This is an optimization exercise on Yosys and OpenROAD, whose aim is small area, a short achievable clock period and few clock cycles per item, not a production implementation. Function was checked by simulation only, so behaviour that the tests miss may differ from the original.

==> flow/design.v (outline; a module is shown in full before it is edited, if it fits) <==
// module multipli: 1178 lines
module multipli
#(parameter int N = 32)
(
	input  logic                        CLOCK,
	input  logic                        RESET,
	input  logic                        START,
	input  logic signed [N-1:0]         A,B,
	output logic signed [2*N-1:0]       S,
	output logic                        END_MULT
);
  // ...
==> flow/run.sh <==
#!/bin/bash
# synth_recipe.tcl (not shown) runs the flow's synth.tcl, then flattens the netlist and writes it again
# the make line also repeats each setting of config.mk as NAME=value (left out here)
make -C /OpenROAD-flow-scripts/flow DESIGN_CONFIG=/design/flow/config.mk WORK_HOME=/design/flow/orfs CLKGATE_MAP_FILE= SYNTH_SCRIPT=/design/flow/synth_recipe.tcl finish
==> flow/config.mk <==
export PLATFORM = sky130hd
export DESIGN_NAME = multipli
export DESIGN_NICKNAME = multipli
export VERILOG_FILES = /design/flow/design.v
export SDC_FILE = /design/flow/constraint.sdc
export NUM_CORES = 4
export LEC_CHECK = 0
export CAP_MARGIN = 20
export CORE_MARGIN = 2
export CORE_UTILIZATION = 40
export SLEW_MARGIN = 20
==> flow/constraint.sdc <==
create_clock -name core_clock -period 5.0 [get_ports {CLOCK}]
set_input_delay 1.0000 -clock core_clock [delete_from_list [all_inputs] [get_ports {CLOCK}]]
set_output_delay 1.0000 -clock core_clock [all_outputs]
set_load 0.01 [all_outputs]
==> results.ini, run 1 <==
[grt]
grt_use_met3=0.0299
grt_pass1_vias=7550

[worst_setup_path]
crit_top_cell=a21oi_1
start_kind=flop
required_ps=4000
cpLargestDelayFamily=compound AO/OA/AOI/OAI gates
worstSetupPathType=flop to primary output
path_depth=10
crit-reg2reg-launch=X[14]$_DFFE_PN_
endpoint_kind=primary output

[logic_synthesis]
synth-simple-area-share=0.0567
netlist.area_leader.share=0.285
avgSynthCellArea_um2=11.3
synthArstFlopShare=0.0283
synthTopCellsByArea=edfxtp_1, fa_1, xnor2_1

[cells_and_area]
ff_latch_area_mm2=0.00316
clock_buffers=9
design.seq.count=106
num-multi-input-gates=685
seq_area_frac=0.253
antenna_cells=0

[clocking]
clkTransAtPathRegs_ps=90
cts_sinks=106
post_cts_buffers=0
htreeDepth=3

[drt]
routed-via-count=7354
drt-initial-drc-count=598

[floorplan]
dieArea_mm2=0.0282
fp-row-count=60
ios=132

[outcome]
status=no timing/DRC/antenna violations

[run]
drv_cap=0

[timing]
final.min_clock_period_ps=4700
setup_violations=0

[hold_path]
hold_start=COUNT[0]$_DFFE_PN0P_

Testbench counts, summed over its fixed seeds: cycles 7,992, items 1,600.
==> inputs of run 2 (changes only) <==
==> flow/flow/run.sh (new file) <==
#!/bin/bash
# Layout flow: the standard flow (standard.sh), with the port buffers
# that global placement inserts made from sky130_fd_sc_hd__buf_1 instead of
# the default pick; the resizer upsizes them where timing or slew needs it.
set -e
export BUFFER_PORTS_ARGS="-buffer_cell sky130_fd_sc_hd__buf_1"
bash standard.sh > standard.log 2>&1
==> flow/standard.sh (new file) <==
#!/bin/bash
# synth_recipe.tcl (not shown) runs the flow's synth.tcl, then flattens the netlist and writes it again
# the make line also repeats each setting of config.mk as NAME=value (left out here)
make -C /OpenROAD-flow-scripts/flow DESIGN_CONFIG=/design/flow/config.mk WORK_HOME=/design/flow/orfs CLKGATE_MAP_FILE= SYNTH_SCRIPT=/design/flow/synth_recipe.tcl "${@:-finish}"
--- a/flow/config.mk
+++ b/flow/config.mk
@@ -8,4 +8,5 @@
 export CAP_MARGIN = 20
 export CORE_MARGIN = 2
 export CORE_UTILIZATION = 40
+export SETUP_SLACK_MARGIN = 0.4
 export SLEW_MARGIN = 20
removed: flow/run.sh
==> results.ini, run 2 <==
[drt]
drc=0
routed-via-count=7560  ; +2.8%
routedWlPerCell_um=20.7
final_antenna_net_count=0
drt_wl_total_um=28000
vias_per_cell=5.61
drt-initial-drc-count=731  ; +22%
firstDrtPassIters=5

[logic_synthesis]
ys_top_cells_by_count=xnor2_1, a22oi_1, edfxtp_1
syn_area_mm2=0.0108
synth-simple-area-share=0.0567  ; unchanged
ys_seq_area_frac=0.293
synthArstFlopShare=0.0283  ; unchanged
netlist.area_leader.share=0.285  ; unchanged
avgSynthCellArea_um2=11.3  ; unchanged
synth_flop_cell=edfxtp_1
synth-edff-count=102
syn_inst=956
synth_compound_area_frac=0.139
synth_most_common_cell=xnor2_1
synth-adder-area-share=0.273
yosysWarnings=2
synth.area.mux_share=0.0316
synth_top_family_by_area=adder cells
yosysTopAreaCell=edfxtp_1
synthTopCellsByArea=edfxtp_1, fa_1, xnor2_1
ys_seq_elements=106
synthDistinctLibCells=61
syn-num-nets=1199
synthXorXnorAreaFrac=0.129

[worst_setup_path]
worstSetupPathType=flop to flop
required_ps=5100  ; +1100 ps
crit_fanout=23
arrival_ps=4500
endpoint_kind=flop
start_kind=flop

[grt]
grt_pass1_vias=7701  ; +2.0%
antenna_found_initial=0
grt-ovfl-total=0
grtUsageTotal=0.200
grt_max_degree=56
grt_pass1_wl_um=43900

[timing]
grt_setup_unrepaired=false
worstMarginPinSlew_ps=796
relSlewSlack=0.463
holdWs_ps=412
timing.final.crit_share=0.879
maxSlewViolCount=0
finalHoldViolations=0
fmax_mhz=228
final.min_clock_period_ps=4400  ; -309 ps
fin_skew_ps=21.3
tns_ps=0
setup_violations=0  ; unchanged

[clocking]
clkTransAtPathRegs_ps=100  ; about the same
clock_latency_ps=370
htreeDepth=3  ; unchanged
cts_made_buffers=9
clockBufferDepth=2
cts_tree=built
root_buffer=clkbuf_16
post_cts_buffers=0  ; unchanged
cts_sinks=106  ; unchanged

[floorplan]
dieArea_mm2=0.0282  ; unchanged
core_mm2=0.0267
fp-row-count=60  ; unchanged
die_w_um=168
initial_core_util=0.404
fp.dieH_um=168
ios=132  ; unchanged

[cells_and_area]
drive_gt1_frac=0.0825
fin_nets=1244
finalNonFillerCells=1348
area_delta_synth_final_pct=8.07
nFillCells=2493
reg_top3=X: 39 flops, Y: 39 flops, LO: 24 flops
final_common_cell=xnor2_1
final_area_mm2=0.0116
mostFrequentLayoutCells=xnor2_1, buf_1, a22oi_1, edfxtp_1, fa_1

[run]
drv_cap=0  ; unchanged

[placement]
place_area_mm2=0.0113
gp_congestion=0.834
dp_hpwl_um=20700
io_buffers=131
dp.cells=1331

[hold_path]
hold_class=primary input to async pin

[outcome]
status=no timing/DRC/antenna violations

[run 2: kinds of logic after synthesis]
family / Yosys count
fa+ha+maj: 176
mux: 31
simple gates: 113
flops: 106
compound gates: 206
xor+xnor: 159
buf+inv: 165
[run 2: per-layer routing]
metal  vias to the layer above  track usage  wire length (um)
met5                         -            0                 0
met4                         0       0.0560               538
met3                        41       0.0369              2060
met2                       341        0.335             13400
met1                      3760        0.267             12000
li1                       3418            -                 -
[run 2: repair_timing]
item                                    CTS  global route
endpoints found under the setup margin    0            33
resized for setup                         0             2
hold buffers                              0             0
endpoints found under the hold margin     0             0
[run 2: worst paths after layout]
check | startpoint | slack [ps] | to | cells past startpoint
max in group asynchronous | RESET | 4440 | COUNT[1]$_DFFE_PN0P_ | 1
min in group core_clock | COUNT[0]$_DFFE_PN0P_ | 580 | COUNT[0]$_DFFE_PN0P_ | 1
max reg2reg | COUNT[0]$_DFFE_PN0P_ | 600 | Y[7]$_DFFE_PN_ | 13
min | RESET | 410 | END_MULT$_DFFE_PN0P_ | 1
min reg2reg | COUNT[0]$_DFFE_PN0P_ | 580 | COUNT[0]$_DFFE_PN0P_ | 1
max | COUNT[0]$_DFFE_PN0P_ | 600 | Y[7]$_DFFE_PN_ | 13
[run 2: cell type report]
type | instances | area [um^2] | share of cell area
inverter | 47 | 179 | 0.0154
clock buffer | 9 | 225 | 0.0194
antenna | 1 | 2.50 | 0.000215
clock inverter | 7 | 88.8 | 0.00764
sequential | 106 | 3160 | 0.272
timing repair buffer | 152 | 703 | 0.0605
tap | 341 | 427 | 0.0367
multi-input combinational | 685 | 6850 | 0.589
[run 2: worst max-delay path: stages (launching register included)]
cell,delay (ps)
dfrtp_1,420
inv_1,70
ha_2,250
buf_4,320
mux2i_1,220
buf_4,170
inv_1,60
ha_1,210
nor2_4,560
inv_1,350
fa_1,450
inv_1,90
fa_1,440
fa_1,480
[run 2: metrics by stage]
stage,util,setup WS [ps]
4_1_cts,0.436,516
5_1_grt,0.436,401
3_3_place_gp,0.424,218
2_1_floorplan,-,741
3_5_place_dp,0.424,225
6_report,0.436,604
==> inputs of run 3 (changes only) <==
--- a/flow/config.mk
+++ b/flow/config.mk
@@ -8,5 +8,4 @@
 export CAP_MARGIN = 20
 export CORE_MARGIN = 2
 export CORE_UTILIZATION = 40
-export SETUP_SLACK_MARGIN = 0.4
 export SLEW_MARGIN = 20
==> results.ini, run 3 <==
[timing]
relSlewSlack=0.372  ; -0.0909
grt_setup_unrepaired=false
setup_violations=0  ; unchanged
holdWs_ps=414  ; +2.44 ps
maxSlewViolCount=0  ; unchanged
tns_ps=0  ; unchanged
final.min_clock_period_ps=4430  ; +34.9 ps
timing.final.crit_share=0.886  ; +0.00698
worstMarginPinSlew_ps=942  ; +146 ps
fmax_mhz=226  ; -0.79%
fin_skew_ps=20.4  ; -0.883 ps
finalHoldViolations=0  ; unchanged

[clocking]
post_cts_buffers=0  ; unchanged
root_buffer=clkbuf_16
clock_latency_ps=370  ; about the same
cts_made_buffers=9  ; unchanged
clockBufferDepth=2  ; unchanged
htreeDepth=3  ; unchanged
cts_tree=built
clkTransAtPathRegs_ps=90  ; about the same
cts_resized=0  ; unchanged
holdBufCountCts=0  ; unchanged
cts_sinks=106  ; unchanged

[logic_synthesis]
syn_inst=956  ; unchanged
synth.area.mux_share=0.0316  ; unchanged
yosysTopAreaCell=edfxtp_1
netlist.area_leader.share=0.285  ; unchanged
synthTopCellsByArea=edfxtp_1, fa_1, xnor2_1
yosysWarnings=2  ; unchanged
synth-edff-count=102  ; unchanged
ys_seq_elements=106  ; unchanged
synth-adder-area-share=0.273  ; unchanged
synth_top_family_by_area=adder cells
synth_compound_area_frac=0.139  ; unchanged
syn-num-nets=1199  ; unchanged
ys_seq_area_frac=0.293  ; unchanged
synth_most_common_cell=xnor2_1
avgSynthCellArea_um2=11.3  ; unchanged
ys_top_cells_by_count=xnor2_1, a22oi_1, edfxtp_1
syn_area_mm2=0.0108  ; unchanged
synthArstFlopShare=0.0283  ; unchanged
synth_flop_cell=edfxtp_1
synth-simple-area-share=0.0567  ; unchanged
synthXorXnorAreaFrac=0.129  ; unchanged
synthDistinctLibCells=61  ; unchanged

[floorplan]
dieArea_mm2=0.0282  ; unchanged
core_mm2=0.0267  ; unchanged
die_w_um=168  ; unchanged
ios=132  ; unchanged
fp-row-count=60  ; unchanged
initial_core_util=0.404  ; unchanged
fp.dieH_um=168  ; unchanged

[drt]
drc=0  ; unchanged
vias_per_cell=5.59  ; -0.32%
final_antenna_net_count=0  ; unchanged
routedWlPerCell_um=20.7  ; about the same
drt_wl_total_um=27900  ; about the same
routed-via-count=7536  ; -0.32%
drt-initial-drc-count=689  ; -5.7%
firstDrtPassIters=5  ; unchanged

[placement]
place_area_mm2=0.0113  ; unchanged
gp_congestion=0.834  ; unchanged
io_buffers=131  ; unchanged
dp.cells=1331  ; unchanged
dp_hpwl_um=20700  ; unchanged

[cells_and_area]
fin_nets=1244  ; unchanged
drive_gt1_frac=0.0825  ; unchanged
mostFrequentLayoutCells=xnor2_1, buf_1, a22oi_1, edfxtp_1, fa_1
reg_top3=X: 39 flops, Y: 39 flops, LO: 24 flops
final_area_mm2=0.0116  ; about the same
final_common_cell=xnor2_1
finalNonFillerCells=1348  ; unchanged
nFillCells=2494  ; +0.040%
area_delta_synth_final_pct=7.96  ; about the same

[worst_setup_path]
required_ps=5100  ; about the same
crit_top_cell=inv_1
cpMaxStageDelayCell=nor2_4
r2r_end=Y[7]$_DFFE_PN_
start_kind=flop
critPathBufInv=6  ; unchanged
crit-reg2reg-launch=COUNT[0]$_DFFE_PN0P_
r2r_cells=13  ; unchanged
endpoint_kind=flop
worstSetupPathType=flop to flop
crit_fanout=23  ; unchanged
max_stage_delay_ps=580  ; +20 ps
worst-r2r-setup-slack_ps=570  ; -30 ps
arrival_ps=4530  ; +30 ps
path_cells=inv_1, ha_2, buf_4, mux2i_1, buf_4, inv_1, ha_1, nor2_4, inv_1, fa_1, inv_1, fa_1, fa_1
cpLargestDelayFamily=adder cells

[grt]
grtUsageTotal=0.200  ; unchanged
grt_pass1_vias=7701  ; unchanged
grt-ovfl-total=0  ; unchanged
grt_pass1_wl_um=43900  ; unchanged
antenna_found_initial=0  ; unchanged
grt_max_degree=56  ; unchanged

[hold_path]
hold_class=primary input to async pin

[outcome]
status=no timing/DRC/antenna violations

[run]
drv_cap=0  ; unchanged

[run 3: cell counts after synthesis]
No cell type changed its count.
[run 3: per-stage QoR]
step	util	setup slack, ps
after floorplan	-	741
after global placement	0.424	218
after detailed placement	0.424	225
after CTS	0.436	516
after global routing	0.436	281
final	0.436	569
[run 3: layout make-up]
type / instances / area (um^2) / share of cell area
Timing Repair Buffer: 152 / 699 / 0.0602
Inverter: 47 / 179 / 0.0154
Multi-Input combinational cell: 685 / 6840 / 0.589
Clock buffer: 9 / 225 / 0.0194
Antenna cell: 1 / 2.50 / 0.000215
Tap cell: 341 / 427 / 0.0367
Clock inverter: 7 / 88.8 / 0.00765
Sequential cell: 106 / 3160 / 0.272
[run 3: how the worst max path moves through the flow]
stage | startpoint | cells past startpoint | endpoint
after global routing | COUNT[0]$_DFFE_PN0P_ | 12 | Y[13]$_DFFE_PN_
after floorplan | A[1] | 9 | Y[10]$_DFFE_PN_
after detailed placement | A[0] | 9 | Y[29]$_DFFE_PN_
after global placement | A[0] | 9 | Y[20]$_DFFE_PN_
after CTS | COUNT[0]$_DFFE_PN0P_ | 10 | Y[29]$_DFFE_PN_
final | COUNT[0]$_DFFE_PN0P_ | 13 | Y[7]$_DFFE_PN_
[run 3: metal layers]
layer / vias to the layer above / part of all wire / routed length, um / GRT usage
li1: 3419 / - / - / -
met1: 3757 / 0.44 / 12200 / 0.267
met2: 321 / 0.48 / 13400 / 0.335
met3: 39 / 0.065 / 1810 / 0.0369
met4: 0 / 0.019 / 527 / 0.0560
met5: - / 0 / 0 / 0
[run 3: cell families (layout without fill, tap and decap cells)]
kind of cell	count (synthesis)	after routing
other	0	1
XOR/XNOR	159	159
adder cells (fa/ha/maj)	176	176
AND/OR/NAND/NOR	113	113
flip-flops	106	106
AO/OA/AOI/OAI	206	206
buffers and inverters	165	215
multiplexers	31	31
==> inputs of run 4 (changes only) <==
--- a/flow/config.mk
+++ b/flow/config.mk
@@ -7,5 +7,6 @@
 export LEC_CHECK = 0
 export CAP_MARGIN = 20
 export CORE_MARGIN = 2
-export CORE_UTILIZATION = 40
+export CORE_UTILIZATION = 60
+export PLACE_DENSITY = 0.75
 export SLEW_MARGIN = 20
==> results.ini, run 4 <==
[outcome]
status=no timing/DRC/antenna violations

[timing]
setup_violations=0  ; unchanged
timing.final.crit_share=0.904  ; +0.0177
tns_ps=0  ; unchanged
holdWs_ps=431  ; +17.5 ps
maxSlewViolCount=0  ; unchanged
fin_skew_ps=19.0  ; -1.37 ps
final.min_clock_period_ps=4520  ; +88.5 ps
fin_ws_ps=481  ; -88.5 ps
fmax_mhz=221  ; -2.0%
worstMarginPinSlew_ps=1010  ; +70.4 ps
finalHoldViolations=0  ; unchanged
grt_setup_unrepaired=false
relSlewSlack=0.325  ; -0.0469

[worst_setup_path]
path_depth=11  ; -2
required_ps=5100  ; about the same
arrival_ps=4620  ; +90 ps
start_kind=flop
cpLargestDelayFamily=adder cells
r2r_cells=11  ; -2
crit_top_cell=fa_1
endpoint_kind=flop
crit_fanout=18  ; -22%
critPathBufInv=2  ; -4
path_cells=inv_1, ha_2, mux2i_1, nand2_1, o21ai_2, buf_4, a22oi_1, xnor2_1, ha_1, fa_1, fa_1
critPathLaunch=COUNT[0]$_DFFE_PN0P_
worstSetupPathType=flop to flop
cpMaxStageDelayCell=o21ai_2
crit-reg2reg-launch=COUNT[0]$_DFFE_PN0P_
max_stage_delay_ps=800  ; +220 ps

[cells_and_area]
antenna_cells=0  ; -1
final_core_util=0.657  ; +0.221
reg_top3=X: 39 flops, Y: 39 flops, LO: 24 flops
final_common_cell=xnor2_1
mostFrequentLayoutCells=xnor2_1, buf_1, a22oi_1, edfxtp_1, fa_1
nFillCells=1391  ; -44%
drive_gt1_frac=0.0788  ; -0.00374
area_delta_synth_final_pct=6.31
fin_nets=1241  ; -0.24%

[clocking]
holdBufCountCts=0  ; unchanged
cts_made_buffers=9  ; unchanged
clkTransAtPathRegs_ps=80  ; about the same
cts_resized=0  ; unchanged
cts_sinks=106  ; unchanged
htreeDepth=3  ; unchanged
root_buffer=clkbuf_16
cts_tree=built
post_cts_buffers=0  ; unchanged
clock_latency_ps=370  ; about the same
clockBufferDepth=2  ; unchanged

[grt]
antenna_found_initial=1  ; +1
grtUsageTotal=0.275  ; +0.0744
grt_pass1_vias=7387  ; -4.1%
grt-ovfl-total=0  ; unchanged
grt_pass1_wl_um=39500  ; -10%
grt_max_degree=63  ; +13%

[placement]
post-place-ws_ps=511  ; +286 ps
dp_hpwl_um=18800  ; -9.2%
io_buffers=131  ; unchanged
gp_congestion=0.839  ; +0.60%

[logic_synthesis]
ys_seq_area_frac=0.293  ; unchanged
syn_inst=956  ; unchanged
synthDistinctLibCells=61  ; unchanged
synth_most_common_cell=xnor2_1
avgSynthCellArea_um2=11.3  ; unchanged
ys_seq_elements=106  ; unchanged
syn_area_mm2=0.0108  ; unchanged
yosysTopAreaCell=edfxtp_1
synthTopCellsByArea=edfxtp_1, fa_1, xnor2_1
synthArstFlopShare=0.0283  ; unchanged
netlist.area_leader.share=0.285  ; unchanged
synth_flop_cell=edfxtp_1
synth-edff-count=102  ; unchanged
yosysWarnings=2  ; unchanged
syn-num-nets=1199  ; unchanged
ys_top_cells_by_count=xnor2_1, a22oi_1, edfxtp_1

[drt]
routed-via-count=7382  ; -2.0%
drt-initial-drc-count=659  ; -4.4%
drt_wl_total_um=25100  ; -10%
firstDrtPassIters=6  ; +1
vias_per_cell=6.01  ; +7.5%
routedWlPerCell_um=20.4  ; -1.4%
final_antenna_net_count=0  ; unchanged
drc=0  ; unchanged

[floorplan]
fp.dieH_um=138  ; -18%
initial_core_util=0.618  ; +0.214
dieArea_mm2=0.0190  ; -33%
core_mm2=0.0174  ; -35%
fp-row-count=48  ; -20%
die_w_um=138  ; -18%
ios=132  ; unchanged

[run]
drv_cap=0  ; unchanged

[hold_path]
hold_class=primary input to async pin

run 4: cell types whose count changed in the layout (fill, tap and decap cells not counted), sizes merged:
cell / before / now
buf: 152 / 149
inv: 51 / 52
diode: 1 / 0
clkinv: 3 / 2
run 4: path summary, 6_finish.rpt:
kind	to	slack, ps
setup / recovery	Y[20]$_DFFE_PN_	480
min in group core_clock	LO[15]$_DFFE_PN_	590
max in group asynchronous	COUNT[0]$_DFFE_PN0P_	4410
setup reg to reg	Y[20]$_DFFE_PN_	480
hold reg to reg	LO[15]$_DFFE_PN_	590
hold / removal	END_MULT$_DFFE_PN0P_	430
run 4: per-stage QoR:
step	std cells	area, um^2
2_1_floorplan	956	10800
3_3_place_gp	1212	11100
3_5_place_dp	1212	11100
4_1_cts	1228	11400
5_1_grt	1228	11400
6_report	1228	11400
run 4: metal layers:
metal  wire length, um  up-vias  global-route usage
met2             12000      313               0.445
met5                 0        -                   0
met1             10900     3632               0.394
li1                  -     3405                   -
met3              1700       32              0.0369
met4               432        0              0.0692
run 4: final cells by class:
class,instances,area [um^2],area share
multi-input combinational,685,6840,0.598
tap,225,282,0.0246
sequential,106,3160,0.276
timing repair buffer,149,677,0.0592
clock inverter,7,83.8,0.00733
inverter,47,179,0.0156
clock buffer,9,225,0.0197
run 4: logic make-up after synthesis:
| family | Yosys count | share of synthesized area |
|---|---|---|
| adders and majority gates | 176 | 0.273 |
| muxes | 31 | 0.0316 |
| AOI/OAI and AO/OA | 206 | 0.139 |
| and+or+nand+nor | 113 | 0.0567 |
| xor gates and xnor gates | 159 | 0.129 |
| DFF | 106 | 0.293 |
| buffers and inverters | 165 | 0.0766 |
run 4: worst register-to-register path, cell delays in order (launching register included):
cell and delay [ps]:
dfrtp_1 420, inv_1 70, ha_2 480, mux2i_1 510, nand2_1 130, o21ai_2 800, buf_4 310, a22oi_1 100
xnor2_1 170, ha_1 230, fa_1 520, fa_1 510

## separate check: timing with driven ports
Ports are ideal in the flow. The routed layouts listed here were re-timed in OpenROAD.
Step 1 (the two cells are an assumption about what drives the block):
set clk [get_ports {CLOCK}]
set_driving_cell -lib_cell sky130_fd_sc_hd__clkbuf_16 $clk
set_driving_cell -lib_cell sky130_fd_sc_hd__buf_2 [delete_from_list [all_inputs] $clk]
Step 2, shift: input delay + t, output delay - t, t = (earliest + latest rising clock arrival at the registers) / 2. This alone moves slack from input paths to output paths.
Slacks: ideal ports / drivers / drivers and shift; pairs: ideal ports / drivers.
run | shift t [ns] | slack for setup (ns) | hold slack, ns | latest minus earliest clock arrival (ns) | pins driven straight from the clock port
run 1 | 0.405 | 0.295 / 0.247 / 0.441 | 0.587 / 0.587 / 0.587 | 0.017 / 0.017 | 1
run 2 | 0.410 | 0.604 / 0.604 / 0.574 | 0.412 / 0.388 / 0.582 | 0.021 / 0.022 | 1
run 3 | 0.410 | 0.569 / 0.569 / 0.520 | 0.414 / 0.390 / 0.582 | 0.020 / 0.021 | 1
run 4 | 0.400 | 0.481 / 0.481 / 0.466 | 0.431 / 0.412 / 0.587 | 0.019 / 0.019 | 1
After both steps setup and hold are still met in every run listed. For run 3, which loses most, drivers alone change the setup slack by 0.000 ns; drivers and shift together by -0.049 ns.
